This is an optimization exercise on Yosys and OpenROAD, whose aim is small area, not a production implementation.
Only simulation tests tie the RTL to the original design; equivalence was not proved.
Power is estimated from default activity; no workload was simulated.

`flow/design.v`:
```
module fifo_sync (
    input  wire       clk_i,
    input  wire       reset_i,
    input  wire       wr_en_i,
    input  wire [7:0] wr_data_i,
    output wire       full_o,
    input  wire       rd_i,
    output wire [7:0] rd_data_o,
    output wire       empty_o,
    input  wire [4:0] threshold_i,
    output wire       threshold_o
);
  reg [7:0] mem[0:31];
  reg [5:0] cnt_q;
  wire push = wr_en_i & ~cnt_q[5];
  wire pop = rd_i & ~empty_o;
  assign full_o  = cnt_q[5];
  assign empty_o = (cnt_q == 6'd0);
  assign threshold_o = cnt_q[4:0] > threshold_i;
  always_ff @(posedge clk_i)
    if (reset_i) cnt_q <= 6'd0;
    else if (push & ~pop) cnt_q <= cnt_q + 6'd1;
    else if (pop & ~push) cnt_q <= cnt_q - 6'd1;
  integer i;
  always_ff @(posedge clk_i)
    if (push) begin
      mem[0] <= wr_data_i;
      for (i = 1; i < 32; i = i + 1) mem[i] <= mem[i-1];
    end
  wire [7:0] rot[0:31];
  genvar g;
  generate
    for (g = 0; g < 32; g = g + 1) begin : g_rot
      assign rot[g] = mem[(g+31)%32];
    end
  endgenerate
  assign rd_data_o = rot[cnt_q[4:0]];
endmodule
module tl_skdbf #(
    parameter DW = 8
) (
    input  wire          clk_i,
    input  wire          rst_i,
    input  wire          combinational_ready_i,
    output wire [DW-1:0] cycle_data_o,
    output wire          cycle_vld_o,
    output wire          registered_ready_o,
    input  wire [DW-1:0] registered_data_i,
    input  wire          registered_vld_i
);
  reg [DW-1:0] held_data;
  reg held_vld;
  wire hold_data = ~combinational_ready_i & ~held_vld & registered_vld_i;
  assign registered_ready_o = ~held_vld;
  always_ff @(posedge clk_i)
    if (rst_i) held_vld <= 1'b0;
    else if (hold_data) held_vld <= 1'b1;
    else if (combinational_ready_i) held_vld <= 1'b0;
  always_ff @(posedge clk_i) if (hold_data) held_data <= registered_data_i;
  assign cycle_data_o = held_vld ? held_data : registered_data_i;
  assign cycle_vld_o  = held_vld | registered_vld_i;
endmodule
module uart_tx (
    input  wire        clock,
    input  wire        reset,
    input  wire [15:0] bauddiv_i,
    input  wire        tx_i,
    input  wire [ 7:0] tx_byte_i,      
    output wire        tx_dequeue_o,
    output wire        tx_o,
    output wire        tx_busy_o
);
  reg start_q, byte_q, stop_q, cmpl_q, tx_q;
  reg [15:0] counter_q;
  reg [2:0] byte_cnt_q;
  wire zero = counter_q == 16'd0;
  assign tx_o = tx_q;
  assign tx_dequeue_o = cmpl_q;
  assign tx_busy_o = start_q;
  always_ff @(posedge clock)
    if (reset || !start_q || zero || cmpl_q) counter_q <= bauddiv_i;
    else counter_q <= counter_q - 16'd1;
  always_ff @(posedge clock)
    if (reset) tx_q <= 1'b1;
    else if (byte_q) tx_q <= stop_q | tx_byte_i[byte_cnt_q];
    else tx_q <= ~start_q;
  always_ff @(posedge clock)
    if (reset || cmpl_q) start_q <= 1'b0;
    else if (!start_q) start_q <= tx_i;
  always_ff @(posedge clock)
    if (reset || cmpl_q) byte_q <= 1'b0;
    else if (!byte_q) byte_q <= start_q && zero;
  always_ff @(posedge clock)
    if (reset || cmpl_q) stop_q <= 1'b0;
    else if (!stop_q) stop_q <= byte_q && zero && (byte_cnt_q == 3'd7);
  always_ff @(posedge clock)
    if (reset || cmpl_q) byte_cnt_q <= 3'd0;
    else if (byte_q && zero) byte_cnt_q <= byte_cnt_q + 3'd1;
  always_ff @(posedge clock)
    if (reset || cmpl_q) cmpl_q <= 1'b0;
    else cmpl_q <= stop_q && zero;
endmodule
module uart_rx (
    input  wire        clock,
    input  wire        reset,
    input  wire [15:0] bauddiv_i,
    input  wire        rx_i,
    output wire [ 7:0] rx_byte_o,
    output wire        rx_o,
    output wire        rx_busy_o
);
  reg rx_q, rx_qq;
  reg sample_q, start_q, stop_q, hbit_q, cmpl_q;
  reg [15:0] counter_q;
  reg [ 7:0] rx_byte_q;
  reg [ 2:0] byte_cnt_q;
  wire rx = !rx_qq;
  wire zero = counter_q == 16'd0;
  wire half = counter_q == {1'b0, bauddiv_i[15:1]};
  wire shift_en = zero && start_q && !stop_q;
  assign rx_o = cmpl_q;
  assign rx_byte_o = rx_byte_q;
  assign rx_busy_o = sample_q;
  always_ff @(posedge clock)
    if (reset) begin
      rx_q  <= 1'b1;
      rx_qq <= 1'b1;
    end else begin
      rx_q  <= rx_i;
      rx_qq <= rx_q;
    end
  always_ff @(posedge clock)
    if ((!rx & !sample_q) || zero || reset || (half & sample_q & rx & !start_q) || cmpl_q)
      counter_q <= bauddiv_i;
    else counter_q <= counter_q - 16'd1;
  always_ff @(posedge clock)
    if (cmpl_q || reset) sample_q <= 1'b0;
    else if (!sample_q) sample_q <= rx;
  always_ff @(posedge clock)
    if (cmpl_q || reset) start_q <= 1'b0;
    else if (!start_q) start_q <= half & sample_q & rx;
  always_ff @(posedge clock) if (shift_en) rx_byte_q <= {rx_qq, rx_byte_q[7:1]};
  always_ff @(posedge clock)
    if (cmpl_q || reset) byte_cnt_q <= 3'd0;
    else if (shift_en) byte_cnt_q <= byte_cnt_q + 3'd1;
  always_ff @(posedge clock)
    if (cmpl_q || reset) stop_q <= 1'b0;
    else if (!stop_q) stop_q <= shift_en && byte_cnt_q == 3'd7;
  always_ff @(posedge clock)
    if (cmpl_q || reset) hbit_q <= 1'b0;
    else if (stop_q && zero) hbit_q <= 1'b1;
  always_ff @(posedge clock)
    if (cmpl_q || reset) cmpl_q <= 1'b0;
    else if (hbit_q && half) cmpl_q <= 1'b1;
endmodule
`default_nettype none
module TL_UART #(
    parameter [15:0] C_DEFAULT_BAUD_RATE = 16'd868,
    parameter C_DEFAULT_TX_ON = 1,
    parameter C_DEFAULT_RX_ON = 1,
    parameter C_TILELINK_ID_WIDTH = 1
) (
    input  wire                           uart_clock_i,
    input  wire                           uart_reset_i,
    input  wire [                    2:0] uart_a_opcode,
    input  wire [                    2:0] uart_a_param,
    input  wire [                    2:0] uart_a_size,
    input  wire [C_TILELINK_ID_WIDTH-1:0] uart_a_source,
    input  wire [                   11:0] uart_a_address,
    input  wire [                    3:0] uart_a_mask,
    input  wire [                   31:0] uart_a_data,
    input  wire                           uart_a_corrupt,
    input  wire                           uart_a_valid,
    output wire                           uart_a_ready,
    output wire [                    2:0] uart_d_opcode,
    output wire [                    1:0] uart_d_param,
    output wire [                    2:0] uart_d_size,
    output wire [C_TILELINK_ID_WIDTH-1:0] uart_d_source,
    output wire                           uart_d_denied,
    output wire [                   31:0] uart_d_data,
    output wire                           uart_d_corrupt,
    output wire                           uart_d_valid,
    input  wire                           uart_d_ready,
    input  wire                           UART_RX,
    output wire                           UART_TX,
    output wire                           UART_RX_IRQ,
    output wire                           UART_TX_IRQ
);
  localparam IW = C_TILELINK_ID_WIDTH;
  localparam HW = 5 + 3 + IW + 16;
  wire l_wr = ~uart_a_opcode[2];
  wire l_rd = (uart_a_opcode == 3'd4) | (uart_a_opcode[2:1] == 2'b01);
  wire l_map = (uart_a_address[11:4] == 8'd0) & (uart_a_address[1:0] == 2'b00);
  wire d_valid;
  wire a_free = uart_d_ready | ~d_valid;
  wire a_valid;
  wire q_wr, q_rd, q_map, q_a3, q_a2;
  wire [2:0] q_size;
  wire [IW-1:0] q_source;
  wire [15:0] q_data;
  tl_skdbf #(
      .DW(HW)
  ) skdbf_inst (
      .clk_i(uart_clock_i),
      .rst_i(uart_reset_i),
      .combinational_ready_i(a_free),
      .cycle_data_o({q_wr, q_rd, q_map, q_a3, q_a2, q_size, q_source, q_data}),
      .cycle_vld_o(a_valid),
      .registered_ready_o(uart_a_ready),
      .registered_data_i({
        l_wr, l_rd, l_map, uart_a_address[3], uart_a_address[2],
        uart_a_size, uart_a_source, uart_a_data[15:0]
      }),
      .registered_vld_i(uart_a_valid)
  );
  wire exec = a_valid & a_free;
  wire wr = exec & q_wr & q_map;
  wire rd_hit = q_rd & q_map;
  wire w_ctrl = wr & ~q_a3 & ~q_a2;
  wire w_stat = wr & ~q_a3 & q_a2;
  wire w_fifo = wr & q_a3 & ~q_a2;
  wire w_baud = wr & q_a3 & q_a2;
  wire r_fifo = exec & rd_hit & q_a3 & ~q_a2;
  reg rx_en_q, tx_en_q, rx_ie_q, tx_ie_q, rx_irq_q, tx_irq_q;
  reg [4:0] rx_wm_q, tx_wm_q;
  reg [15:0] baud_q;
  wire tx_full, tx_empty, rx_full, rx_empty, rx_thr, tx_thr, rx_busy, tx_busy;
  wire rx_push, tx_pop;
  wire [7:0] rx_char, tx_head, rx_head;
  always_ff @(posedge uart_clock_i)
    if (uart_reset_i) begin
      rx_en_q <= C_DEFAULT_RX_ON == 1;
      tx_en_q <= C_DEFAULT_TX_ON == 1;
      rx_wm_q <= 5'd0;
      tx_wm_q <= 5'd0;
      rx_ie_q <= 1'b0;
      tx_ie_q <= 1'b0;
    end else if (w_ctrl) begin
      rx_en_q <= q_data[0];
      tx_en_q <= q_data[1];
      rx_wm_q <= q_data[6:2];
      tx_wm_q <= q_data[11:7];
      rx_ie_q <= q_data[12];
      tx_ie_q <= q_data[13];
    end
  always_ff @(posedge uart_clock_i)
    if (uart_reset_i) begin
      rx_irq_q <= 1'b0;
      tx_irq_q <= 1'b0;
    end else if (w_stat) begin
      rx_irq_q <= q_data[2];
      tx_irq_q <= q_data[6];
    end else begin
      rx_irq_q <= rx_ie_q & (rx_irq_q | rx_thr);
      tx_irq_q <= tx_ie_q & (tx_irq_q | tx_thr);
    end
  always_ff @(posedge uart_clock_i)
    if (uart_reset_i) baud_q <= C_DEFAULT_BAUD_RATE;
    else if (w_baud) baud_q <= q_data;
  assign UART_RX_IRQ = rx_irq_q;
  assign UART_TX_IRQ = tx_irq_q;
  reg [15:0] rdata;
  always_comb
    if (!rd_hit) rdata = 16'd0;
    else
      case ({q_a3, q_a2})
        2'b00: rdata = {2'd0, tx_ie_q, rx_ie_q, tx_wm_q, rx_wm_q, tx_en_q, rx_en_q};
        2'b01: rdata = {8'd0, tx_busy, tx_irq_q, tx_empty, tx_full, rx_busy, rx_irq_q, rx_empty, rx_full};
        2'b10: rdata = {8'd0, rx_empty ? 8'd0 : rx_head};
        default: rdata = baud_q;
      endcase
  reg d_valid_q, d_ret_q;
  reg [2:0] d_size_q;
  reg [IW-1:0] d_source_q;
  reg [15:0] d_data_q;
  assign d_valid = d_valid_q;
  always_ff @(posedge uart_clock_i)
    if (uart_reset_i) d_valid_q <= 1'b0;
    else if (exec) d_valid_q <= 1'b1;
    else if (uart_d_ready) d_valid_q <= 1'b0;
  always_ff @(posedge uart_clock_i)
    if (exec) begin
      d_ret_q <= ~(q_wr & ~q_rd);
      d_size_q <= q_size;
      d_source_q <= q_source;
      d_data_q <= rdata;
    end
  assign uart_d_valid = d_valid_q;
  assign uart_d_opcode = {2'd0, d_ret_q};
  assign uart_d_param = 2'd0;
  assign uart_d_size = d_size_q;
  assign uart_d_source = d_source_q;
  assign uart_d_denied = 1'b0;
  assign uart_d_data = {16'd0, d_data_q};
  assign uart_d_corrupt = 1'b0;
  fifo_sync rx_fifo_inst (
      .clk_i(uart_clock_i),
      .reset_i(uart_reset_i),
      .wr_en_i(rx_en_q & rx_push),
      .wr_data_i(rx_char),
      .full_o(rx_full),
      .rd_i(r_fifo),
      .rd_data_o(rx_head),
      .empty_o(rx_empty),
      .threshold_i(rx_wm_q),
      .threshold_o(rx_thr)
  );
  fifo_sync tx_fifo_inst (
      .clk_i(uart_clock_i),
      .reset_i(uart_reset_i),
      .wr_en_i(w_fifo),
      .wr_data_i(q_data[7:0]),
      .full_o(tx_full),
      .rd_i(tx_pop),
      .rd_data_o(tx_head),
      .empty_o(tx_empty),
      .threshold_i(tx_wm_q),
      .threshold_o(tx_thr)
  );
  uart_rx uart_reciever (
      .clock(uart_clock_i),
      .reset(uart_reset_i),
      .bauddiv_i(baud_q),
      .rx_i(UART_RX),
      .rx_byte_o(rx_char),
      .rx_o(rx_push),
      .rx_busy_o(rx_busy)
  );
  uart_tx uart_trasmitter (
      .clock(uart_clock_i),
      .reset(uart_reset_i),
      .bauddiv_i(baud_q),
      .tx_i(tx_en_q & ~tx_empty),
      .tx_byte_i(tx_head),
      .tx_dequeue_o(tx_pop),
      .tx_o(UART_TX),
      .tx_busy_o(tx_busy)
  );
  /*verilator lint_off UNUSED*/
  wire unused = (|uart_a_data[31:16]) | (|uart_a_param) | (|uart_a_mask) | uart_a_corrupt;
  /*verilator lint_on UNUSED*/
endmodule
```
`flow/run.sh`:
```
#!/bin/bash
# synth_recipe.tcl (not shown) runs the flow's synth.tcl, then flattens the netlist and writes it again
# the make line also repeats each setting of config.mk as NAME=value (left out here)
make -C /OpenROAD-flow-scripts/flow DESIGN_CONFIG=/design/flow/config.mk WORK_HOME=/design/flow/orfs CLKGATE_MAP_FILE= SYNTH_SCRIPT=/design/flow/synth_recipe.tcl finish
```
`flow/config.mk`:
```
export PLATFORM = sky130hd
export DESIGN_NAME = TL_UART
export DESIGN_NICKNAME = TL_UART
export VERILOG_FILES = /design/flow/design.v
export SDC_FILE = /design/flow/constraint.sdc
export NUM_CORES = 4
export LEC_CHECK = 0
export CAP_MARGIN = 20
export CORE_MARGIN = 2
export CORE_UTILIZATION = 65
export CTS_CLUSTER_DIAMETER = 70
export CTS_CLUSTER_SIZE = 25
export PLACE_DENSITY = 0.75
export SLEW_MARGIN = 20
```
`flow/constraint.sdc`:
```
create_clock -name core_clock -period 8.0 [get_ports {uart_clock_i}]
set_input_delay 1.6000 -clock core_clock [delete_from_list [all_inputs] [get_ports {uart_clock_i}]]
set_output_delay 1.6000 -clock core_clock [all_outputs]
set_load 0.01 [all_outputs]
```
==> summary.md, run 1 <==
| Metric | Value |
|---|---|
| Detailed placer's ending HPWL | `41.08 mm` |
| Adder-Cell Fraction of Synth Area | `1.455%` |
| Setup Fix Bufs, Post-CTS | `0` |
| Static leakage | `9.041 nW` |
| FILL cells | `2548` |
| Clock tree from TritonCTS | `done` |
| Total count of hold-check failures in the final report | `0` |
| Number of synthesized register bits | `662` |
| Yosys Warn Count | `6` |
| Final slew viol count | `0` |
| WP data arrival | `5050 ps` |
| Critical Setup Path Class | `in -> reg` |
| Clock Tree Buf Depth | `3` |
| Tmin final | `4858 ps` |
| Vias per cell | `6.808` |
| Vertical die dimension | `203.9 um` |
| Fmax | `205.8 MHz` |
| Area share of xor/xnor cells in the synthesized design | `1.788%` |
| Die area | `41570 um^2` |
| CTS Hold Bufs | `0` |
| Via count of the first global-routing pass | `15510` |
| RSZ-0062 raised after global routing | `no` |
| GP Congestion | `0.9377` |
| Summed instance area of the synthesized netlist | `25970 um^2` |
| Core area | `39550 um^2` |
| Largest clock skew in the final design | `17.64 ps` |
| Detailed-routing iteration count for the pre-antenna-repair pass | `6` |
| Worst R2R Setup Slack | `3920 ps` |
| Simple-Gate Fraction of Synth Area | `8.649%` |
| Share of async-settable or async-resettable flops after synthesis | `0%` |
| Post-Synthesis Cells | `1783` |
| Layout Utilization | `71.60%` |
| Share of layout cells above drive strength 1 | `6.649%` |
| H-tree depth reported by CTS | `2` |
| Sequential cell area fraction in the yosys report | `72.85%` |
| Total number of placement rows | `73` |
| Count of buffers inserted at the top-level ports | `65` |
| Number of gates resized after CTS | `0` |
| Num ports | `112` |
| Final setup violating endpoints | `0` |
| Setup WS pre-CTS | `2632 ps` |
| Number of buffers added by the clock tree synthesis step | `36` |
| Clk Latency, worst-skew pair | `570 ps` |
| Worst slew slack as a fraction of its limit | `13.52%` |
| Initial antenna violation count | `0` |
| Setup ws final | `3142 ps` |
| # DRC | `0` |
| Count of routing violations after the opening detailed-route iteration | `2614` |
| Global route overflow | `0` |
| Result of the run | `complete, no violations` |
| Final layout net count | `1938` |
| Main combinational cell family by area after synthesis | `compound AO/OA/AOI/OAI gates` |
| Class of the most critical hold timing path | `reg -> reg` |
| Die extent in x | `203.9 um` |
| Effective utilization at floorplan | `65.66%` |
| Clock transition at the registers of the reported paths | `90 ps` |
| Detailed-route via count | `16270` |
| Root cell of the clock tree | `sky130_fd_sc_hd__clkbuf_16` |
| Launching element type of the critical path | `primary input` |
| Leading register cell type out of synthesis | `sky130_fd_sc_hd__edfxtp_1` |
| Antenna-violating nets left | `0` |
| Wire length per cell after detailed routing | `27.00 um` |
| Worst setup EP type | `flop` |
| Synth Area in Compound Gates | `11.27%` |
| Multiplexer share of the synthesized area | `1.658%` |
| Largest net degree at the start of global routing | `193` |
| Drt total wl | `64.53 mm` |
| Required arrival time at the worst endpoint | `8190 ps` |
| Number of clock sinks | `662` |
| Highest fanout seen on the critical path | `174` |
| Layout overhead on the synthesized area | `9.044%` |
| Number of antenna repair diodes | `0` |
| Count of maximum capacitance violations | `0` |
| Peak supply drop | `0.1469 mV` |
| Post-synthesis average cell area | `14.56 um^2` |
| Summed negative setup slack over all endpoints | `0 ps` |
| Slew @ Worst Pin | `1292 ps` |
| Synth cell types | `73` |
| Final worst hold slack | `423.1 ps` |
| Cell area power density | `207.7 nW/um^2` |
| Post-synth EDFFs | `566` |
| Final worst path period share | `60.73%` |
| Global-route usage over all layers | `31.13%` |
| Wire length of the first global-routing pass | `95.08 mm` |
## layout make-up
type	count	area [um^2]	area share (%)
sequential	662	18920	66.82
multi-input combinational	1021	6625	23.40
clock buffer	41	950.9	3.358
timing repair buffer	84	824.5	2.912
tap	525	656.9	2.320
clock inverter	17	188.9	0.6672
inverter	40	150.1	0.5302
## layer usage
| metal | track usage, % | up-vias | share of wire, % |
|---|---|---|---|
| li1 | - | 7016 | - |
| met4 | 13.69 | 0 | 4.6 |
| met1 | 42.38 | 7904 | 38 |
| met3 | 6.330 | 218 | 11 |
| met2 | 49.28 | 1133 | 47 |
| met5 | 0 | - | 0 |
## synth_stat cells, types with 9 or more instances
master                     instances  area, um^2
sky130_fd_sc_hd__nor4_1           27       168.9
sky130_fd_sc_hd__nand4_1          31       193.9
sky130_fd_sc_hd__xor2_1           31       271.5
sky130_fd_sc_hd__nand2b_1         12       75.07
sky130_fd_sc_hd__buf_4            24       180.2
sky130_fd_sc_hd__ha_1             27       337.8
sky130_fd_sc_hd__a31oi_1          15       93.84
sky130_fd_sc_hd__a22oi_1         197        1479
sky130_fd_sc_hd__nand3_1          14       70.07
sky130_fd_sc_hd__a22o_1           10       87.58
sky130_fd_sc_hd__mux2i_1          34       340.3
sky130_fd_sc_hd__o21ai_1           9       45.04
sky130_fd_sc_hd__nor3_1           30       150.1
sky130_fd_sc_hd__clkbuf_1         31       116.4
sky130_fd_sc_hd__o21ai_0          34       170.2
sky130_fd_sc_hd__edfxtp_1        566       17000
sky130_fd_sc_hd__nand2_1         105       394.1
sky130_fd_sc_hd__nor2_1          173       649.4
sky130_fd_sc_hd__dfxtp_1          96        1922
sky130_fd_sc_hd__a211oi_1         27       202.7
sky130_fd_sc_hd__a21oi_1          56       280.3
sky130_fd_sc_hd__and3_1            9       56.30
sky130_fd_sc_hd__o211ai_1         11       82.58
sky130_fd_sc_hd__xnor2_1          22       192.7
sky130_fd_sc_hd__buf_2            20       100.1
sky130_fd_sc_hd__inv_1            40       150.1
## cells in the final DEF, fill, tap and decap left out, drive strengths merged, types with 9 or more instances in the layout
cell type,n
conb,22
a21oi,56
nand2b,13
mux2i,34
o21ai,48
a22o,10
edfxtp,566
nor3,33
nand2,106
xor2,31
nand4,31
a31oi,15
a211oi,27
dfxtp,96
nor2,176
inv,45
buf,20
nand3,14
and3,9
xnor2,22
a22oi,197
o211ai,11
clkdlybuf4s50,64
nor4,27
clkbuf,41
ha,27
## path summary, 6_finish.rpt
kind / from / to / depth (start not counted)
max: uart_a_address[5] / tx_fifo_inst.mem[22][0] / 8
min: uart_reciever.rx_q / uart_reciever.rx_qq / 1
max reg2reg: rx_fifo_inst.cnt_q[4] / rx_fifo_inst.cnt_q[5] / 15
min reg2reg: uart_reciever.rx_q / uart_reciever.rx_qq / 1
## sequential cells by signal (all words and copies together) (netlist names), 8 cells and up
register                   cells
rx_fifo_inst.mem             256
uart_trasmitter.counter_q     16
skdbf_inst.held_data          25
d_data_q                      16
uart_reciever.counter_q       16
tx_fifo_inst.mem             256
uart_reciever.rx_byte_q        8
baud_q                        16
## through the flow
stage,power [mW],area [um^2],instances
finish,5.882,28320,2390
floorplan,3.858,26120,1804
global placement,3.899,27150,2330
global route,6.012,28320,2390
CTS,5.894,28300,2389
detailed placement,3.901,27160,2331
## cells by family (layout without fill, tap and decap cells)
logic type,count (synthesis),in the layout
buf+inv,121,182
other cells,1,22
fa+ha+maj,29,29
flops,662,662
xor+xnor,53,53
compound gates,416,416
simple gates,459,459
mux,42,42
## report_power, final
group	switching (mW)	internal [mW]	leakage, nW
Clock	1.11	0.947	0.553
Combinational	0.0615	0.0463	2.60
Sequential	0.00881	3.71	5.88
## worst max-delay path: stages
cell,delay (ps)
sky130_fd_sc_hd__clkdlybuf4s50_1,440
sky130_fd_sc_hd__nor4_4,270
sky130_fd_sc_hd__nand3_1,150
sky130_fd_sc_hd__o21ai_2,270
sky130_fd_sc_hd__nand3_2,220
sky130_fd_sc_hd__nor4_4,350
sky130_fd_sc_hd__buf_4,820
sky130_fd_sc_hd__buf_12,590
==> run 2, diff against run 1 <==
--- a/flow/config.mk
+++ b/flow/config.mk
@@ -9,6 +9,5 @@
 export CORE_MARGIN = 2
-export CORE_UTILIZATION = 65
-export CTS_CLUSTER_DIAMETER = 70
-export CTS_CLUSTER_SIZE = 25
-export PLACE_DENSITY = 0.75
+export CORE_UTILIZATION = 40
+export CTS_BUF_LIST = sky130_fd_sc_hd__clkbuf_4
+export PLACE_DENSITY = 0.6
 export SLEW_MARGIN = 20
==> summary.md, run 2 <==
| Metric | Value |
|---|---|
| Result of the run | `complete, no violations` |
| Layout overhead on the synthesized area | `15.07%` |
| Share of layout cells above drive strength 1 | `16.83% (+10 points)` |
| Detailed-routing iteration count for the pre-antenna-repair pass | `6 (unchanged)` |
| Fmax | `226.4 MHz (+10%)` |
| GP Congestion | `0.8877 (-5.3%)` |
| Most common library cell in the layout ignoring fill and taps | `sky130_fd_sc_hd__edfxtp_1` |
| Cell accounting for the most synthesized area | `sky130_fd_sc_hd__edfxtp_1` |
| Critical register-to-register path startpoint | `skdbf_inst.held_vld` |
| M1 WL | `29.48 mm (+21%)` |
| Share of async-settable or async-resettable flops after synthesis | `0% (unchanged)` |
| Largest clock skew in the final design | `70.15 ps (+52.50 ps)` |
| Layout Utilization | `46.43% (-25 points)` |
| CTS Hold Bufs | `0 (unchanged)` |
| Count of maximum capacitance violations | `0 (unchanged)` |
| Die area | `66970 um^2 (+61%)` |
| Number of buffers added by the clock tree synthesis step | `167 (+360%)` |
| Static leakage | `9.829 nW (+8.7%)` |
| Main combinational cell family by area after synthesis | `compound AO/OA/AOI/OAI gates` |
| Highest fanout seen on the critical path | `35 (-80%)` |
| Cell Area, Placed | `27640 um^2 (+1.8%)` |
| Number of gates resized after CTS | `0 (unchanged)` |
| Highest layer used for signal routing | `met4` |
| Final layout net count | `2080 (+7.3%)` |
| Detailed placer's ending HPWL | `43.87 mm (+6.8%)` |
| Drt total wl | `70.38 mm (+9.1%)` |
| Sequential power share | `55.0% (-8.2 points)` |
| Registers with the most flip-flops | `rx_fifo_inst.mem (256), tx_fifo_inst.mem (256), skdbf_inst.held_data (25)` |
| Clock network fraction of design power | `43.4% (+8.4 points)` |
| Area taken by flip-flops and latches | `18920 um^2 (unchanged)` |
| Count of routing violations after the opening detailed-route iteration | `2131 (-18%)` |
| H-tree depth reported by CTS | `4 (+2)` |
| Worst slew slack as a fraction of its limit | `14.36% (+0.84 points)` |
| Worst hold path depth | `0 (-1)` |
| Clock Tree Buf Depth | `3 (unchanged)` |
| Worst setup EP type | `flop` |
| Area share of xor/xnor cells in the synthesized design | `1.788% (unchanged)` |
| FILL cells | `5711 (+120%)` |
| Adder-Cell Fraction of Synth Area | `1.455% (unchanged)` |
| Effective utilization at floorplan | `40.35% (-25 points)` |
| Initial antenna violation count | `2 (+2)` |
| Wire length per cell after detailed routing | `23.59 um (-13%)` |
| Leading register cell type out of synthesis | `sky130_fd_sc_hd__edfxtp_1` |
| Count of buffers inserted at the top-level ports | `65 (unchanged)` |
| Wire length of the first global-routing pass | `102.9 mm (+8.2%)` |
| Length of routed met3 wiring | `6.998 mm (+2.1%)` |
| Sequential cell area fraction in the yosys report | `72.85% (unchanged)` |
| Highest-count cells in the layout ignoring fill and taps | `566 x sky130_fd_sc_hd__edfxtp_1, 251 x sky130_fd_sc_hd__clkbuf_4, 197 x sky130_fd_sc_hd__a22oi_1, 166 x sky130_fd_sc_hd__nor2_1, 105 x sky130_fd_sc_hd__nand2_1` |
| Setup Fix Bufs, Post-CTS | `0 (unchanged)` |
| Routed met2 length | `31.94 mm (+5.3%)` |
| Launching element type of the critical path | `flop` |
| Capturing point of the worst reg2reg path | `rx_fifo_inst.cnt_q[5]` |
| Tmin final | `4418 ps (-440.6 ps)` |
| Vias per cell | `5.693 (-16%)` |
| Synth Area in Compound Gates | `11.27% (unchanged)` |
| Antenna-violating nets left | `0 (unchanged)` |
| Most frequently used cell type in the post-synthesis netlist | `sky130_fd_sc_hd__edfxtp_1` |
| Num ports | `112 (unchanged)` |
| Startpoint of the most critical hold path | `rx_fifo_inst.mem[8][5]` |
| WP data arrival | `5360 ps (+310 ps)` |
| Total count of hold-check failures in the final report | `0 (unchanged)` |
| Global-route usage over all layers | `20.71% (-10 points)` |
| Clock tree from TritonCTS | `done` |
| Area of the multi-input gates | `6640 um^2 (+0.23%)` |
| Detailed-route via count | `16980 (+4.4%)` |
| List of most frequent post-synthesis cells | `566 x sky130_fd_sc_hd__edfxtp_1, 197 x sky130_fd_sc_hd__a22oi_1, 173 x sky130_fd_sc_hd__nor2_1` |
| RSZ-0062 raised after global routing | `no` |
| Number of synthesized register bits | `662 (unchanged)` |
| Required arrival time at the worst endpoint | `8940 ps (+750 ps)` |
| Cell area power density | `226.3 nW/um^2 (+8.9%)` |
| NetSw | `1.499 mW (+27%)` |
| Clk Latency, worst-skew pair | `1060 ps (+490 ps)` |
| Hold Crit Endpoint | `rx_fifo_inst.mem[9][5]` |
| Worst Reg2Reg Path Length in Cells | `13 (-2)` |
| Final worst hold slack | `395.7 ps (-27.41 ps)` |
| Critical Setup Path Class | `reg -> reg` |
| Largest net degree at the start of global routing | `172 (-11%)` |
| Cell types occupying the most area after synthesis | `sky130_fd_sc_hd__edfxtp_1 65%, sky130_fd_sc_hd__dfxtp_1 7.4%, sky130_fd_sc_hd__a22oi_1 5.7%` |
| Synth cell types | `73 (unchanged)` |
| Root cell of the clock tree | `sky130_fd_sc_hd__clkbuf_4` |
| Yosys Warn Count | `6 (unchanged)` |
| # DRC | `0 (unchanged)` |
| Relative contribution of combinational cells to total power | `1.6% (-0.2 points)` |
| Final setup violating endpoints | `0 (unchanged)` |
| Final instance area | `29880 um^2 (+5.5%)` |
| Fraction of post-synthesis cell area in the top cell type by area | `65.45% (unchanged)` |
| Summed instance area of the synthesized netlist | `25970 um^2 (unchanged)` |
| Slew @ Worst Pin | `1280 ps (-12.51 ps)` |
| Clock transition at the registers of the reported paths | `70 ps (-20 ps)` |
| Internal portion of total power | `5.263 mW (+12%)` |
| Class of the most critical hold timing path | `reg -> reg` |
| Post-synth EDFFs | `566 (unchanged)` |
| Worst R2R Setup Slack | `3580 ps (-340 ps)` |
| Simple-Gate Fraction of Synth Area | `8.649% (unchanged)` |
| Global route overflow | `0 (unchanged)` |
| Summed negative setup slack over all endpoints | `0 ps (unchanged)` |
| Final slew viol count | `0 (unchanged)` |
| Via count of the first global-routing pass | `16640 (+7.3%)` |
| Multiplexer share of the synthesized area | `1.658% (unchanged)` |
| Total Power Consumption | `6.762 mW (+15%)` |
| Die extent in x | `258.8 um (+27%)` |
| Peak supply drop | `0.1430 mV (-2.7%)` |
| Post-Synthesis Cells | `1783 (unchanged)` |
| Proportion of total power due to net switching | `22.17% (+2.1 points)` |
| Number of clock sinks | `662 (unchanged)` |
| Post-synthesis average cell area | `14.56 um^2 (unchanged)` |
| Vertical die dimension | `258.8 um (+27%)` |
| Final worst path period share | `55.22% (-5.5 points)` |
| Total number of placement rows | `93 (+27%)` |
| Core area | `64350 um^2 (+63%)` |
run 2: per-stage QoR:
step,std cells,worst slack [ps]
after floorplan,1804,-4827
after global placement,2671,2508
after detailed placement,2671,2427
after CTS,2974,3491
after global routing,2982,3165
final,2983,3582
run 2: power by group through the flow:
stage               registers (mW)  logic [mW]  clock network, mW
floorplan                     3.80      0.0623                  0
global placement              3.80       0.103                  0
detailed placement            3.80       0.105                  0
CTS                           3.72       0.105               3.01
global route                  3.72       0.114               3.19
finish                        3.72       0.106               2.94
run 2: how the worst max path moves through the flow:
stage,start,depth (start not counted),end
final,skdbf_inst.held_vld,13,rx_fifo_inst.cnt_q[5]
after global routing,skdbf_inst.held_vld,13,rx_fifo_inst.cnt_q[5]
after CTS,uart_a_address[5],8,tx_fifo_inst.mem[24][6]
after detailed placement,uart_a_address[5],8,tx_fifo_inst.mem[15][6]
after global placement,uart_a_address[5],8,tx_fifo_inst.mem[16][6]
after floorplan,uart_a_address[5],15,tx_fifo_inst.cnt_q[5]
run 2: worst max-delay path, cell delays in order (launching register included):
cell,delay [ps]
sky130_fd_sc_hd__dfxtp_2,950
sky130_fd_sc_hd__mux2_2,580
sky130_fd_sc_hd__nor3_2,770
sky130_fd_sc_hd__nand3_1,190
sky130_fd_sc_hd__ha_1,280
sky130_fd_sc_hd__inv_1,170
sky130_fd_sc_hd__ha_1,290
sky130_fd_sc_hd__a21oi_1,150
sky130_fd_sc_hd__nand2_1,100
sky130_fd_sc_hd__a21o_1,190
sky130_fd_sc_hd__a21oi_1,170
sky130_fd_sc_hd__xnor2_1,90
sky130_fd_sc_hd__or3_1,310
sky130_fd_sc_hd__a21oi_1,140
run 2: kinds of logic (layout without fill, tap and decap cells):
logic type                 count (synthesis)  in the layout
AOI/OAI and AO/OA                        416            416
xor gates and xnor gates                  53             53
adders and majority gates                 29             29
buffers and inverters                    121            438
DFF                                      662            662
muxes                                     42             42
other                                      1             29
and+or+nand+nor                          459            459
run 2: layout make-up:
cell class | instances | share of cell area (%)
clock inverters | 52 | 0.9882
flip-flops and latches | 662 | 63.32
multi-input cells | 1021 | 22.22
repair buffers | 95 | 3.023
diodes | 7 | 0.05862
clock buffers | 251 | 6.306
well taps | 855 | 3.580
inverters | 40 | 0.5025
run 2: per-layer routing:
layer  GRT usage [%]  vias to the layer above
met4           9.152                        0
li1                -                     7456
met3           5.428                      155
met2           30.82                      997
met5               0                        -
met1           28.61                     8375
==> run 3, diff against run 2 <==
--- a/flow/config.mk
+++ b/flow/config.mk
@@ -10,3 +10,2 @@
 export CORE_UTILIZATION = 40
-export CTS_BUF_LIST = sky130_fd_sc_hd__clkbuf_4
 export PLACE_DENSITY = 0.6
==> summary.md, run 3 <==
| Metric | Value |
|---|---|
| Critical register-to-register path startpoint | `skdbf_inst.held_vld` |
| Startpoint of the most critical hold path | `uart_reciever.rx_q` |
| Final slew viol count | `0 (unchanged)` |
| Largest clock skew in the final design | `21.10 ps (-49.05 ps)` |
| Final layout net count | `1982 (-4.7%)` |
| Length of routed met3 wiring | `6.239 mm (-11%)` |
| Worst path slowest cell | `sky130_fd_sc_hd__buf_4` |
| Class of the most critical hold timing path | `reg -> reg` |
| Launching element type of the critical path | `primary input` |
| Summed negative setup slack over all endpoints | `0 ps (unchanged)` |
| Critical Setup Path Class | `in -> reg` |
| CTS Hold Bufs | `0 (unchanged)` |
| Slew @ Worst Pin | `1334 ps (+54.18 ps)` |
| Number of antenna repair diodes | `0 (-7)` |
| Clock Tree Buf Depth | `3 (unchanged)` |
| Cell area power density | `232.3 nW/um^2 (+2.7%)` |
| Worst setup path endpoint | `tx_fifo_inst.mem[25][1]` |
| Die extent in x | `258.8 um (unchanged)` |
| Capturing point of the worst reg2reg path | `rx_fifo_inst.cnt_q[5]` |
| Drt total wl | `68.86 mm (-2.2%)` |
| Number of clock sinks | `662 (unchanged)` |
| Highest layer used for signal routing | `met4` |
| Die area | `66970 um^2 (unchanged)` |
| H-tree depth reported by CTS | `3 (-1)` |
| Tmin final | `4923 ps (+505.5 ps)` |
| Share of layout cells above drive strength 1 | `9.105% (-7.7 points)` |
| Number of gates resized after CTS | `0 (unchanged)` |
| Count of routing violations after the opening detailed-route iteration | `2235 (+4.9%)` |
| Final worst path period share | `61.54% (+6.3 points)` |
| List of most frequent post-synthesis cells | `566 x sky130_fd_sc_hd__edfxtp_1, 197 x sky130_fd_sc_hd__a22oi_1, 173 x sky130_fd_sc_hd__nor2_1` |
| Core area | `64350 um^2 (unchanged)` |
| Cell accounting for the most synthesized area | `sky130_fd_sc_hd__edfxtp_1` |
| Detailed placer's ending HPWL | `43.87 mm (unchanged)` |
| Detailed-route via count | `16320 (-3.9%)` |
| Worst slew slack as a fraction of its limit | `10.73% (-3.6 points)` |
| RSZ-0062 raised after global routing | `no` |
| Fmax | `203.1 MHz (-10%)` |
| Vertical die dimension | `258.8 um (unchanged)` |
| WP data arrival | `5140 ps (-220 ps)` |
| Global-route usage over all layers | `20.21% (-0.49 points)` |
| Num ports | `112 (unchanged)` |
| Clock transition at the registers of the reported paths | `60 ps (about the same)` |
| Largest net degree at the start of global routing | `172 (unchanged)` |
| Share of async-settable or async-resettable flops after synthesis | `0% (unchanged)` |
| Post-synthesis average cell area | `14.56 um^2 (unchanged)` |
| Peak supply drop | `0.1781 mV (+25%)` |
| Vias per cell | `5.829 (+2.4%)` |
| Most frequently used cell type in the post-synthesis netlist | `sky130_fd_sc_hd__edfxtp_1` |
| CP max stage delay | `970 ps (+20 ps)` |
| Highest fanout seen on the critical path | `171 (+390%)` |
| Most common library cell in the layout ignoring fill and taps | `sky130_fd_sc_hd__edfxtp_1` |
| Global route overflow | `0 (unchanged)` |
| Wire length of the first global-routing pass | `101.1 mm (-1.7%)` |
| Synth cell types | `73 (unchanged)` |
| Yosys Warn Count | `6 (unchanged)` |
| Final setup violating endpoints | `0 (unchanged)` |
| Detailed-routing iteration count for the pre-antenna-repair pass | `6 (unchanged)` |
| Worst setup EP type | `flop` |
| Routed met2 length | `31.26 mm (-2.1%)` |
| Result of the run | `complete, no violations` |
| Setup ws final | `3077 ps (-505.5 ps)` |
| Leading register cell type out of synthesis | `sky130_fd_sc_hd__edfxtp_1` |
| Via count of the first global-routing pass | `15850 (-4.8%)` |
| Worst Reg2Reg Path Length in Cells | `13 (unchanged)` |
| Root cell of the clock tree | `sky130_fd_sc_hd__clkbuf_16` |
| Count of maximum capacitance violations | `0 (unchanged)` |
| GP Congestion | `0.8877 (unchanged)` |
| Registers with the most flip-flops | `rx_fifo_inst.mem (256), tx_fifo_inst.mem (256), skdbf_inst.held_data (25)` |
| Fraction of post-synthesis cell area in the top cell type by area | `65.45% (unchanged)` |
| Post-Synthesis Cells | `1783 (unchanged)` |
| Worst setup path startpoint | `uart_a_address[5]` |
| # DRC | `0 (unchanged)` |
| Clock tree from TritonCTS | `done` |
| Summed instance area of the synthesized netlist | `25970 um^2 (unchanged)` |
| Critical path's most frequent cell | `sky130_fd_sc_hd__nor4_4` |
| Required arrival time at the worst endpoint | `8220 ps (-720 ps)` |
| Static leakage | `9.583 nW (-2.5%)` |
| Count of buffers inserted at the top-level ports | `65 (unchanged)` |
| Setup Fix Bufs, Post-CTS | `0 (unchanged)` |
| Cell types occupying the most area after synthesis | `sky130_fd_sc_hd__edfxtp_1 65%, sky130_fd_sc_hd__dfxtp_1 7.4%, sky130_fd_sc_hd__a22oi_1 5.7%` |
| Number of buffers added by the clock tree synthesis step | `69 (-59%)` |
| Antenna-violating nets left | `0 (unchanged)` |
| Initial antenna violation count | `0 (-2)` |
| Number of synthesized register bits | `662 (unchanged)` |
| Clk Latency, worst-skew pair | `620 ps (-440 ps)` |
| Wire length per cell after detailed routing | `24.60 um (+4.3%)` |
| Sequential cell area fraction in the yosys report | `72.85% (unchanged)` |
| Post-synth EDFFs | `566 (unchanged)` |
| Total count of hold-check failures in the final report | `0 (unchanged)` |
| Worst R2R Setup Slack | `3480 ps (-100 ps)` |
| Final worst hold slack | `408.0 ps (+12.30 ps)` |
| Setup WS pre-CTS | `2427 ps (unchanged)` |
| Total number of placement rows | `93 (unchanged)` |
| M1 WL | `29.13 mm (-1.2%)` |
| Cell-by-cell listing of the critical path | `clkdlybuf4s50_1 > nor4_4 > nand3_1 > o21ai_2 > nand3_2 > nor4_4 > buf_12 > buf_4` |
| Effective utilization at floorplan | `40.35% (unchanged)` |
| Layout overhead on the synthesized area | `14.80%` |
| Highest-count cells in the layout ignoring fill and taps | `566 x sky130_fd_sc_hd__edfxtp_1, 197 x sky130_fd_sc_hd__a22oi_1, 167 x sky130_fd_sc_hd__nor2_1, 105 x sky130_fd_sc_hd__nand2_1, 95 x sky130_fd_sc_hd__dfxtp_1` |
run 3: worst min path at each step:
| stage | end | cells past startpoint |
|---|---|---|
| 2_1_floorplan | uart_reciever.rx_qq | 1 |
| 3_3_place_gp | uart_reciever.rx_qq | 1 |
| 3_5_place_dp | uart_reciever.rx_qq | 1 |
| 4_1_cts | uart_reciever.rx_qq | 1 |
| 5_1_grt | uart_reciever.rx_qq | 1 |
| 6_report | uart_reciever.rx_qq | 1 |
run 3: cell families (layout without fill, tap and decap cells):
logic type	count (synthesis)	in the layout	share of synthesized area (%)
simple gates	459	459	8.649
buf+inv	121	261	2.308
mux	42	42	1.658
flops	662	662	72.85
compound gates	416	416	11.27
fa+ha+maj	29	29	1.455
xor+xnor	53	53	1.788
other cells	1	22	0.01444
run 3: worst max-delay path, delay by kind of cell:
kind	cells	cell delay, ps
AND/OR/NAND/NOR	4	1090
AO/OA/AOI/OAI	1	270
buffers and inverters	3	2060
run 3: layout make-up:
type / count / area [um^2]
Tap cell: 855 / 1070
Clock inverter: 35 / 299.0
Inverter: 40 / 150.1
Timing Repair Buffer: 95 / 894.6
Fill cell: 5607 / 34540
Multi-Input combinational cell: 1021 / 6638
Clock buffer: 91 / 1841
Sequential cell: 662 / 18920
run 3: power by group:
group | internal (mW) | total [mW] | switching (mW)
Clock | 1.74 | 3.10 | 1.36
Combinational | 0.0462 | 0.106 | 0.0594
Sequential | 3.71 | 3.72 | 0.0116
run 3: metrics by stage:
stage	std cells	utilization (%)	power, mW	cell area, um^2
finish	2799	46.33	6.926	29810
global route	2799	46.33	7.122	29810
CTS	2797	46.28	6.987	29780
detailed placement	2671	42.96	3.902	27640
global placement	2671	42.94	3.900	27630
floorplan	1804	-	3.858	26120
run 3: metal layers:
layer / global-route usage [%] / up-vias
met5: 0 / -
met4: 6.904 / 0
met3: 3.971 / 156
met2: 30.85 / 846
met1: 28.97 / 8175
li1: - / 7139
==> run 4, diff against run 3 <==
==> flow/flow/run.sh (new file) <==
#!/bin/bash
# Own layout flow: the standard ORFS flow with three changes.
#  1. Synthesis maps logic with an area-oriented ABC script (flow/abc_area.script,
#     selected by ABC_AREA=1 in config.mk). Everything before ABC, including
#     flip-flop mapping and register names, is the standard synthesis.
#  2. CTS without dummy loads and with larger sink clusters.
#  3. Port buffers use sky130_fd_sc_hd__buf_1.
set -euo pipefail
W="$(cd "$(dirname "${BASH_SOURCE[0]}")/.." && pwd)"
cd "$W"

# ORFS scripts with only the ABC area script replaced, for synthesis
rm -rf "$W/synth_scripts"
cp -r "$FLOW_HOME/scripts" "$W/synth_scripts"
cp "$W/flow/abc_area.script" "$W/synth_scripts/abc_area.script"
SCRIPTS_DIR="$W/synth_scripts" bash standard.sh synth > "$W/synth.log" 2>&1

export CTS_ARGS="-sink_clustering_enable -repair_clock_nets -dont_use_dummy_load -sink_clustering_size 25 -sink_clustering_max_diameter 70"
export BUFFER_PORTS_ARGS="-buffer_cell sky130_fd_sc_hd__buf_1"
bash standard.sh > "$W/layout.log" 2>&1
==> flow/flow/abc_area.script (new file) <==
&get -n
&st
&syn2
&dch -f
&nf -p -R 1000
&put
topo
==> flow/standard.sh (new file) <==
#!/bin/bash
# synth_recipe.tcl (not shown) runs the flow's synth.tcl, then flattens the netlist and writes it again
# the make line also repeats each setting of config.mk as NAME=value (left out here)
make -C /OpenROAD-flow-scripts/flow DESIGN_CONFIG=/design/flow/config.mk WORK_HOME=/design/flow/orfs CLKGATE_MAP_FILE= SYNTH_SCRIPT=/design/flow/synth_recipe.tcl "${@:-finish}"
--- a/flow/config.mk
+++ b/flow/config.mk
@@ -7,6 +7,7 @@
 export LEC_CHECK = 0
+export ABC_AREA = 1
 export CAP_MARGIN = 20
 export CORE_MARGIN = 2
-export CORE_UTILIZATION = 40
-export PLACE_DENSITY = 0.6
+export CORE_UTILIZATION = 65
+export PLACE_DENSITY = 0.75
 export SLEW_MARGIN = 20
removed: flow/run.sh
==> summary.md, run 4 <==
| Metric | Value |
|---|---|
| Yosys Warn Count | `6 (unchanged)` |
| Leading register cell type out of synthesis | `sky130_fd_sc_hd__edfxtp_1` |
| Number of clock sinks | `662 (unchanged)` |
| Num ports | `112 (unchanged)` |
| Core area | `37840 um^2 (-41%)` |
| Clock Tree Buf Depth | `3 (unchanged)` |
| Worst hold path depth | `0 (-1)` |
| Worst Reg2Reg Path Length in Cells | `7 (-6)` |
| Drt total wl | `57.09 mm (-17%)` |
| Post-Synthesis Cells | `1634 (-8.4%)` |
| Clock transition at the registers of the reported paths | `90 ps (+30 ps)` |
| Peak supply drop | `0.2174 mV (+22%)` |
| Class of the most critical hold timing path | `reg -> reg` |
| Global route overflow | `0 (unchanged)` |
| Die extent in x | `200.4 um (-23%)` |
| Wire length of the first global-routing pass | `86.86 mm (-14%)` |
| Cell area power density | `207.1 nW/um^2 (-11%)` |
| Wire length per cell after detailed routing | `25.21 um (+2.5%)` |
| Clock tree from TritonCTS | `done` |
| Sequential cell area fraction in the yosys report | `75.48% (+2.6 points)` |
| Global-route usage over all layers | `28.51% (+8.3 points)` |
| Cell accounting for the most synthesized area | `sky130_fd_sc_hd__edfxtp_1` |
| Slew @ Worst Pin | `1209 ps (-125.4 ps)` |
| Highest fanout seen on the critical path | `180 (+5.3%)` |
| Internal portion of total power | `4.519 mW (-18%)` |
| Final worst hold slack | `429.0 ps (+20.96 ps)` |
| Proportion of total power due to net switching | `19.18% (-1.5 points)` |
| Fmax | `201.8 MHz (-0.68%)` |
| Post-synth EDFFs | `566 (unchanged)` |
| Via count of the first global-routing pass | `14630 (-7.7%)` |
| Detailed-routing iteration count for the pre-antenna-repair pass | `8 (+2)` |
| Die area | `40150 um^2 (-40%)` |
| Share of async-settable or async-resettable flops after synthesis | `0% (unchanged)` |
| Largest clock skew in the final design | `51.06 ps (+29.97 ps)` |
| GP Congestion | `0.8727 (-1.7%)` |
| WP data arrival | `5140 ps (about the same)` |
| NetSw | `1.073 mW (-25%)` |
| Final setup violating endpoints | `0 (unchanged)` |
| Sequential power share | `66.5% (+13 points)` |
| # DRC | `0 (unchanged)` |
| Layout overhead on the synthesized area | `7.692%` |
| Summed instance area of the synthesized netlist | `25070 um^2 (-3.5%)` |
| Clock network fraction of design power | `32.0% (-13 points)` |
| Tmin final | `4957 ps (+33.51 ps)` |
| Most common library cell in the layout ignoring fill and taps | `sky130_fd_sc_hd__edfxtp_1` |
| Fraction of post-synthesis cell area in the top cell type by area | `67.81% (+2.4 points)` |
| Vias per cell | `6.697 (+15%)` |
| Required arrival time at the worst endpoint | `8180 ps (-40 ps)` |
| Clk Latency, worst-skew pair | `590 ps (-30 ps)` |
| Number of gates resized after CTS | `0 (unchanged)` |
| Count of routing violations after the opening detailed-route iteration | `1888 (-16%)` |
| Launching element type of the critical path | `primary input` |
| Number of buffers added by the clock tree synthesis step | `35 (-49%)` |
| Registers with the most flip-flops | `rx_fifo_inst.mem (256), tx_fifo_inst.mem (256), skdbf_inst.held_data (25)` |
| Result of the run | `complete, no violations` |
| Detailed placer's ending HPWL | `37.83 mm (-14%)` |
| Vertical die dimension | `200.4 um (-23%)` |
| Synth cell types | `44 (-40%)` |
| Setup Fix Bufs, Post-CTS | `0 (unchanged)` |
| H-tree depth reported by CTS | `2 (-1)` |
| Initial antenna violation count | `0 (unchanged)` |
| Final layout net count | `1848 (-6.8%)` |
| Share of layout cells above drive strength 1 | `4.050% (-5.1 points)` |
| Detailed-route via count | `15160 (-7.1%)` |
| CTS Hold Bufs | `0 (unchanged)` |
| Total count of hold-check failures in the final report | `0 (unchanged)` |
| Total number of placement rows | `71 (-24%)` |
| Antenna-violating nets left | `0 (unchanged)` |
| Post-synthesis average cell area | `15.34 um^2 (+5.3%)` |
| Final slew viol count | `0 (unchanged)` |
| Count of maximum capacitance violations | `0 (unchanged)` |
| List of most frequent post-synthesis cells | `566 x sky130_fd_sc_hd__edfxtp_1, 213 x sky130_fd_sc_hd__nor2_1, 100 x sky130_fd_sc_hd__a22oi_1` |
| Highest-count cells in the layout ignoring fill and taps | `566 x sky130_fd_sc_hd__edfxtp_1, 208 x sky130_fd_sc_hd__nor2_1, 100 x sky130_fd_sc_hd__a22oi_1, 96 x sky130_fd_sc_hd__dfxtp_1, 76 x sky130_fd_sc_hd__a21oi_1` |
| Cell types occupying the most area after synthesis | `sky130_fd_sc_hd__edfxtp_1 68%, sky130_fd_sc_hd__dfxtp_1 7.7%, sky130_fd_sc_hd__nor2_1 3.2%` |
| Critical Setup Path Class | `in -> reg` |
| Relative contribution of combinational cells to total power | `1.5% (about the same)` |
| FILL cells | `2460 (-56%)` |
| Final worst path period share | `61.96% (+0.42 points)` |
| Effective utilization at floorplan | `66.23% (+26 points)` |
| RSZ-0062 raised after global routing | `no` |
| Most frequently used cell type in the post-synthesis netlist | `sky130_fd_sc_hd__edfxtp_1` |
| Layout Utilization | `71.33% (+25 points)` |
| Static leakage | `8.499 nW (-11%)` |
| Worst setup EP type | `flop` |
| Root cell of the clock tree | `sky130_fd_sc_hd__clkbuf_16` |
| Count of buffers inserted at the top-level ports | `65 (unchanged)` |
| Largest net degree at the start of global routing | `181 (+5.2%)` |
| Number of antenna repair diodes | `0 (unchanged)` |
| Worst slew slack as a fraction of its limit | `19.12% (+8.4 points)` |
| Number of synthesized register bits | `662 (unchanged)` |
[run 4: power groups by stage]
stage / clock network, mW / logic, mW / registers [mW]
final: 1.79 / 0.0863 / 3.72
after global routing: 1.93 / 0.0944 / 3.72
after CTS: 1.82 / 0.0858 / 3.72
after detailed placement: 0 / 0.0856 / 3.80
after global placement: 0 / 0.0829 / 3.80
after floorplan: 0 / 0.0542 / 3.80
[run 4: cell type report]
class	instances	area [um^2]	share of cell area, %
clock buffers	35	875.8	3.245
inverters	24	91.34	0.3384
multi-input cells	946	6042	22.38
flip-flops and latches	662	18920	70.08
well taps	511	639.4	2.369
repair buffers	86	426.7	1.581
[run 4: cells by family after synthesis]
logic type / synth area share (%)
buffers and inverters: 1.048
AO/OA/AOI/OAI: 10.38
flip-flops: 75.48
adder cells (fa/ha/maj): 1.508
AND/OR/NAND/NOR: 8.446
XOR/XNOR: 1.747
multiplexers: 1.378
other: 0.01496
[run 4: final timing paths]
| path | slack (ps) | from | end |
|---|---|---|---|
| hold reg to reg | 430 | uart_reciever.rx_byte_q[0] | rx_fifo_inst.mem[0][0] |
| hold / removal | 430 | uart_reciever.rx_byte_q[0] | rx_fifo_inst.mem[0][0] |
| setup / recovery | 3040 | uart_d_ready | tx_fifo_inst.mem[18][7] |
| setup reg to reg | 3450 | skdbf_inst.held_vld | tx_fifo_inst.mem[18][7] |
[run 4: worst max-delay path, stage by stage]
cell and delay [ps]:
sky130_fd_sc_hd__buf_1 70, sky130_fd_sc_hd__nand2b_4 140, sky130_fd_sc_hd__nor2b_4 620, sky130_fd_sc_hd__nand3b_1 490, sky130_fd_sc_hd__nor4_4 490, sky130_fd_sc_hd__buf_12 640
sky130_fd_sc_hd__buf_4 860
[run 4: layer usage]
layer	share of wire, %	global-route usage [%]	up-vias	wire length, um
met4	3.5	10.45	2	2011
met1	39	38.64	7537	22520
met5	0.091	0.9524	-	52
met2	49	46.94	764	27910
li1	-	-	6714	-
met3	8.0	5.028	145	4594
[run 4: through the flow]
step	cell area [um^2]	std cells	total power [mW]	setup WS, ps	setup TNS (ps)
2_1_floorplan	25200	1655	3.852	-5047	-843040
3_3_place_gp	26080	2227	3.878	2615	0
3_5_place_dp	26110	2229	3.881	2497	0
4_1_cts	26990	2264	5.618	3124	0
5_1_grt	26990	2264	5.745	2848	0
6_report	26990	2264	5.592	3044	0
==> run 5, diff against run 4 <==
--- a/flow/design.v
+++ b/flow/design.v
@@ -36,3 +36,11 @@
   endgenerate
-  assign rd_data_o = rot[cnt_q[4:0]];
+  wire [3:0] dlo = 4'b1 << cnt_q[1:0];
+  wire [7:0] dhi = 8'b1 << cnt_q[4:2];
+  reg [7:0] rd;
+  integer k;
+  always_comb begin
+    rd = 8'd0;
+    for (k = 0; k < 32; k = k + 1) rd = rd | (rot[k] & {8{dlo[k%4] & dhi[k/4]}});
+  end
+  assign rd_data_o = rd;
 endmodule
--- a/flow/flow/run.sh
+++ b/flow/flow/run.sh
@@ -17,3 +17,3 @@
 
-export CTS_ARGS="-sink_clustering_enable -repair_clock_nets -dont_use_dummy_load -sink_clustering_size 25 -sink_clustering_max_diameter 70"
+export CTS_ARGS="-sink_clustering_enable -repair_clock_nets -dont_use_dummy_load -sink_clustering_size 8 -sink_clustering_max_diameter 40 -buf_list sky130_fd_sc_hd__clkbuf_4"
 export BUFFER_PORTS_ARGS="-buffer_cell sky130_fd_sc_hd__buf_1"
==> summary.md, run 5 <==
| Metric | Value |
|---|---|
| Result of the run | `complete, no violations` |
| Post-synthesis average cell area | `15.67 um^2 (+2.2%)` |
| Via count of the first global-routing pass | `14710 (+0.55%)` |
| RSZ-0062 raised after global routing | `no` |
| Clock Tree Buf Depth | `3 (unchanged)` |
| Critical Setup Path Class | `in -> reg` |
| WP data arrival | `5040 ps (-100 ps)` |
| Setup WS pre-CTS | `2633 ps (+136.0 ps)` |
| Effective utilization at floorplan | `66.03% (-0.20 points)` |
| Cell accounting for the most synthesized area | `sky130_fd_sc_hd__edfxtp_1` |
| CTS Hold Bufs | `0 (unchanged)` |
| GP Congestion | `0.8566 (-1.8%)` |
| Static leakage | `8.488 nW (-0.12%)` |
| Detailed-route via count | `15400 (+1.6%)` |
| Post-synth EDFFs | `566 (unchanged)` |
| Vias per cell | `6.725 (+0.42%)` |
| Clk Latency, worst-skew pair | `850 ps (+260 ps)` |
| Worst setup path startpoint | `uart_d_ready` |
| H-tree depth reported by CTS | `3 (+1)` |
| Most common library cell in the layout ignoring fill and taps | `sky130_fd_sc_hd__edfxtp_1` |
| Total count of hold-check failures in the final report | `0 (unchanged)` |
| Internal portion of total power | `4.284 mW (-5.2%)` |
| Worst hold path depth | `0 (unchanged)` |
| Wire length of the first global-routing pass | `86.23 mm (-0.72%)` |
| Synth Area in Compound Gates | `10.39% (about the same)` |
| Tmin final | `4606 ps (-350.8 ps)` |
| Final setup violating endpoints | `0 (unchanged)` |
| Multiplexer share of the synthesized area | `1.340% (-0.038 points)` |
| Largest clock skew in the final design | `88.43 ps (+37.37 ps)` |
| Detailed placer's ending HPWL | `37.44 mm (-1.0%)` |
| Number of clock sinks | `662 (unchanged)` |
| Count of maximum capacitance violations | `0 (unchanged)` |
| Worst setup path endpoint | `tx_fifo_inst.mem[17][5]` |
| Worst Reg2Reg Path Length in Cells | `6 (-1)` |
| Area share of xor/xnor cells in the synthesized design | `1.792% (+0.045 points)` |
| Global-route usage over all layers | `29.67% (+1.2 points)` |
| Proportion of total power due to net switching | `20.66% (+1.5 points)` |
| Startpoint of the most critical hold path | `rx_fifo_inst.mem[19][7]` |
| Class of the most critical hold timing path | `reg -> reg` |
| Count of buffers inserted at the top-level ports | `65 (unchanged)` |
| Launching element type of the critical path | `primary input` |
| Total number of placement rows | `71 (unchanged)` |
| Antenna-violating nets left | `0 (unchanged)` |
| Initial antenna violation count | `2 (+2)` |
| Yosys Warn Count | `6 (unchanged)` |
| List of most frequent post-synthesis cells | `566 x sky130_fd_sc_hd__edfxtp_1, 186 x sky130_fd_sc_hd__nor2_1, 96 x sky130_fd_sc_hd__dfxtp_1` |
| Registers with the most flip-flops | `rx_fifo_inst.mem (256), tx_fifo_inst.mem (256), skdbf_inst.held_data (25)` |
| Worst R2R Setup Slack | `3990 ps (+540 ps)` |
| Drt total wl | `58.52 mm (+2.5%)` |
| Setup ws final | `3394 ps (+350.8 ps)` |
| Worst setup EP type | `flop` |
| Core area | `37760 um^2 (-0.23%)` |
| Share of async-settable or async-resettable flops after synthesis | `0% (unchanged)` |
| Worst slew slack as a fraction of its limit | `18.35% (-0.77 points)` |
| Final slew viol count | `0 (unchanged)` |
| Num ports | `112 (unchanged)` |
| Most frequently used cell type in the post-synthesis netlist | `sky130_fd_sc_hd__edfxtp_1` |
| Worst path slowest cell | `sky130_fd_sc_hd__buf_4` |
| Cell area power density | `201.9 nW/um^2 (-2.5%)` |
| Critical register-to-register path startpoint | `d_valid_q` |
| Share of layout cells above drive strength 1 | `7.601% (+3.6 points)` |
| Die extent in x | `199.8 um (-0.26%)` |
| Largest net degree at the start of global routing | `193 (+6.6%)` |
| Number of gates resized after CTS | `0 (unchanged)` |
| Cell-by-cell listing of the critical path | `buf_1 > nand2b_4 > nor2b_4 > nand3b_1 > nor4_4 > buf_12 > buf_4` |
| Clock transition at the registers of the reported paths | `90 ps (about the same)` |
| Vertical die dimension | `199.8 um (-0.26%)` |
| Simple-Gate Fraction of Synth Area | `8.095% (-0.35 points)` |
| Synth cell types | `45 (+2.3%)` |
| Required arrival time at the worst endpoint | `8440 ps (+260 ps)` |
| Post-Synthesis Cells | `1591 (-2.6%)` |
| Fmax | `217.1 MHz (+7.6%)` |
| Number of synthesized register bits | `662 (unchanged)` |
| Summed instance area of the synthesized netlist | `24930 um^2 (-0.53%)` |
| Highest fanout seen on the critical path | `192 (+6.7%)` |
| CP max stage delay | `750 ps (-110 ps)` |
| Final layout net count | `1870 (+1.2%)` |
| Clock network fraction of design power | `29.6% (-2.4 points)` |
| Sequential power share | `68.8% (+2.3 points)` |
| Sequential cell area fraction in the yosys report | `75.88% (+0.41 points)` |
| Wire length per cell after detailed routing | `25.55 um (+1.3%)` |
| Setup Fix Bufs, Post-CTS | `0 (unchanged)` |
| Die area | `39940 um^2 (-0.52%)` |
| Slew @ Worst Pin | `1220 ps (+11.53 ps)` |
| Detailed-routing iteration count for the pre-antenna-repair pass | `10 (+2)` |
| Cell types occupying the most area after synthesis | `sky130_fd_sc_hd__edfxtp_1 68%, sky130_fd_sc_hd__dfxtp_1 7.7%, sky130_fd_sc_hd__a222oi_1 3.8%` |
| Global route overflow | `0 (unchanged)` |
| Highest-count cells in the layout ignoring fill and taps | `566 x sky130_fd_sc_hd__edfxtp_1, 183 x sky130_fd_sc_hd__nor2_1, 96 x sky130_fd_sc_hd__dfxtp_1, 96 x sky130_fd_sc_hd__clkbuf_4, 95 x sky130_fd_sc_hd__a222oi_1` |
| Peak supply drop | `0.1611 mV (-26%)` |
| Number of buffers added by the clock tree synthesis step | `96 (+170%)` |
| Layout Utilization | `70.85% (-0.48 points)` |
| FILL cells | `2493 (+1.3%)` |
| Root cell of the clock tree | `sky130_fd_sc_hd__clkbuf_4` |
| Clock tree from TritonCTS | `done` |
| Adder-Cell Fraction of Synth Area | `1.465% (-0.042 points)` |
| Capturing point of the worst reg2reg path | `tx_fifo_inst.mem[17][5]` |
| # DRC | `0 (unchanged)` |
| Relative contribution of combinational cells to total power | `1.6% (about the same)` |
| Fraction of post-synthesis cell area in the top cell type by area | `68.17% (+0.36 points)` |
| Layout overhead on the synthesized area | `7.292%` |
| NetSw | `1.116 mW (+4.0%)` |
| Final worst path period share | `57.57% (-4.4 points)` |
| Leading register cell type out of synthesis | `sky130_fd_sc_hd__edfxtp_1` |
| Main combinational cell family by area after synthesis | `compound AO/OA/AOI/OAI gates` |
| Count of routing violations after the opening detailed-route iteration | `2528 (+34%)` |
## run 5: kinds of logic after synthesis
| family | Yosys count |
|---|---|
| AOI/OAI and AO/OA | 337 |
| xor gates and xnor gates | 51 |
| adders and majority gates | 28 |
| other | 1 |
| buffers and inverters | 45 |
| and+or+nand+nor | 436 |
| muxes | 31 |
| DFF | 662 |
## run 5: stage by stage
step                std cells  hold slack, ps  total power, mW  setup TNS [ps]  cell area [um^2]
CTS                      2285           410.5            5.433               0             26710
finish                   2290           390.4            5.400               0             26750
global route             2290           418.4            5.571               0             26750
floorplan                1612           390.9            3.852         -828080             25070
detailed placement       2189           403.0            3.879               0             25990
global placement         2189           398.4            3.877               0             25990
## run 5: worst max-delay path, delay by kind of cell
family | cells | cell delay (ps)
buf+inv | 3 | 1510
simple gates | 4 | 1740
## run 5: layout make-up
type | count | area, um^2 | share of cell area (%)
Sequential cell | 662 | 18920 | 70.72
Timing Repair Buffer | 91 | 467.9 | 1.749
Antenna cell | 3 | 7.507 | 0.02806
Inverter | 22 | 83.83 | 0.3134
Tap cell | 511 | 639.4 | 2.390
Multi-Input combinational cell | 905 | 5912 | 22.10
Clock buffer | 96 | 720.7 | 2.694
## run 5: power groups by stage
stage	clock network, mW	logic, mW	registers [mW]
2_1_floorplan	0	0.0538	3.80
3_3_place_gp	0	0.0814	3.80
3_5_place_dp	0	0.0834	3.80
4_1_cts	1.63	0.0838	3.72
5_1_grt	1.76	0.0936	3.72
6_report	1.60	0.0842	3.72
## run 5: how the worst min path moves through the flow
stage | endpoint | slack, ps
global route | rx_fifo_inst.mem[9][1] | 420
floorplan | uart_reciever.rx_qq | 390
CTS | rx_fifo_inst.mem[9][1] | 410
detailed placement | uart_reciever.rx_qq | 400
finish | rx_fifo_inst.mem[20][7] | 390
global placement | uart_reciever.rx_qq | 400
## run 5: layer usage
layer	vias up	global-route usage, %	part of all wire [%]
met2	994	45.91	47
met5	-	0	0
met1	7482	40.68	38
met3	162	7.661	11
li1	6763	-	-
met4	0	12.29	3.5

==> what the ideal ports hide <==
How much do the figures lean on ideal ports? The routed layouts below were timed once more, with nothing changed but the port constraints.
Step 1, drivers: a clkbuf_16 drives uart_clock_i and a buf_2 each remaining input, both assumed.
Step 2 moves the port delays by t, midway between the first and last clock arrival at a register: inputs arrive t later, outputs are due t later. That takes back most of the time a late clock gives input paths.
Slacks: ideal / step 1 / step 2; pairs: ideal / step 1.
| run | shift t [ns] | slack for setup (ns) | worst setup path at the end |
|---|---|---|---|
| run 1 | 0.624 | 3.142 / 3.177 / 2.553 | input to register |
| run 2 | 1.077 | 3.582 / 3.582 / 2.557 | input to register |
| run 3 | 0.669 | 3.077 / 3.109 / 2.440 | input to register |
| run 4 | 0.617 | 3.043 / 3.059 / 2.442 | input to register |
| run 5 | 0.853 | 3.394 / 3.425 / 2.572 | input to register |
After both steps every run listed still meets setup and hold. For run 2, which loses most, drivers alone change the setup slack by 0.000 ns; drivers and shift together by -1.025 ns.
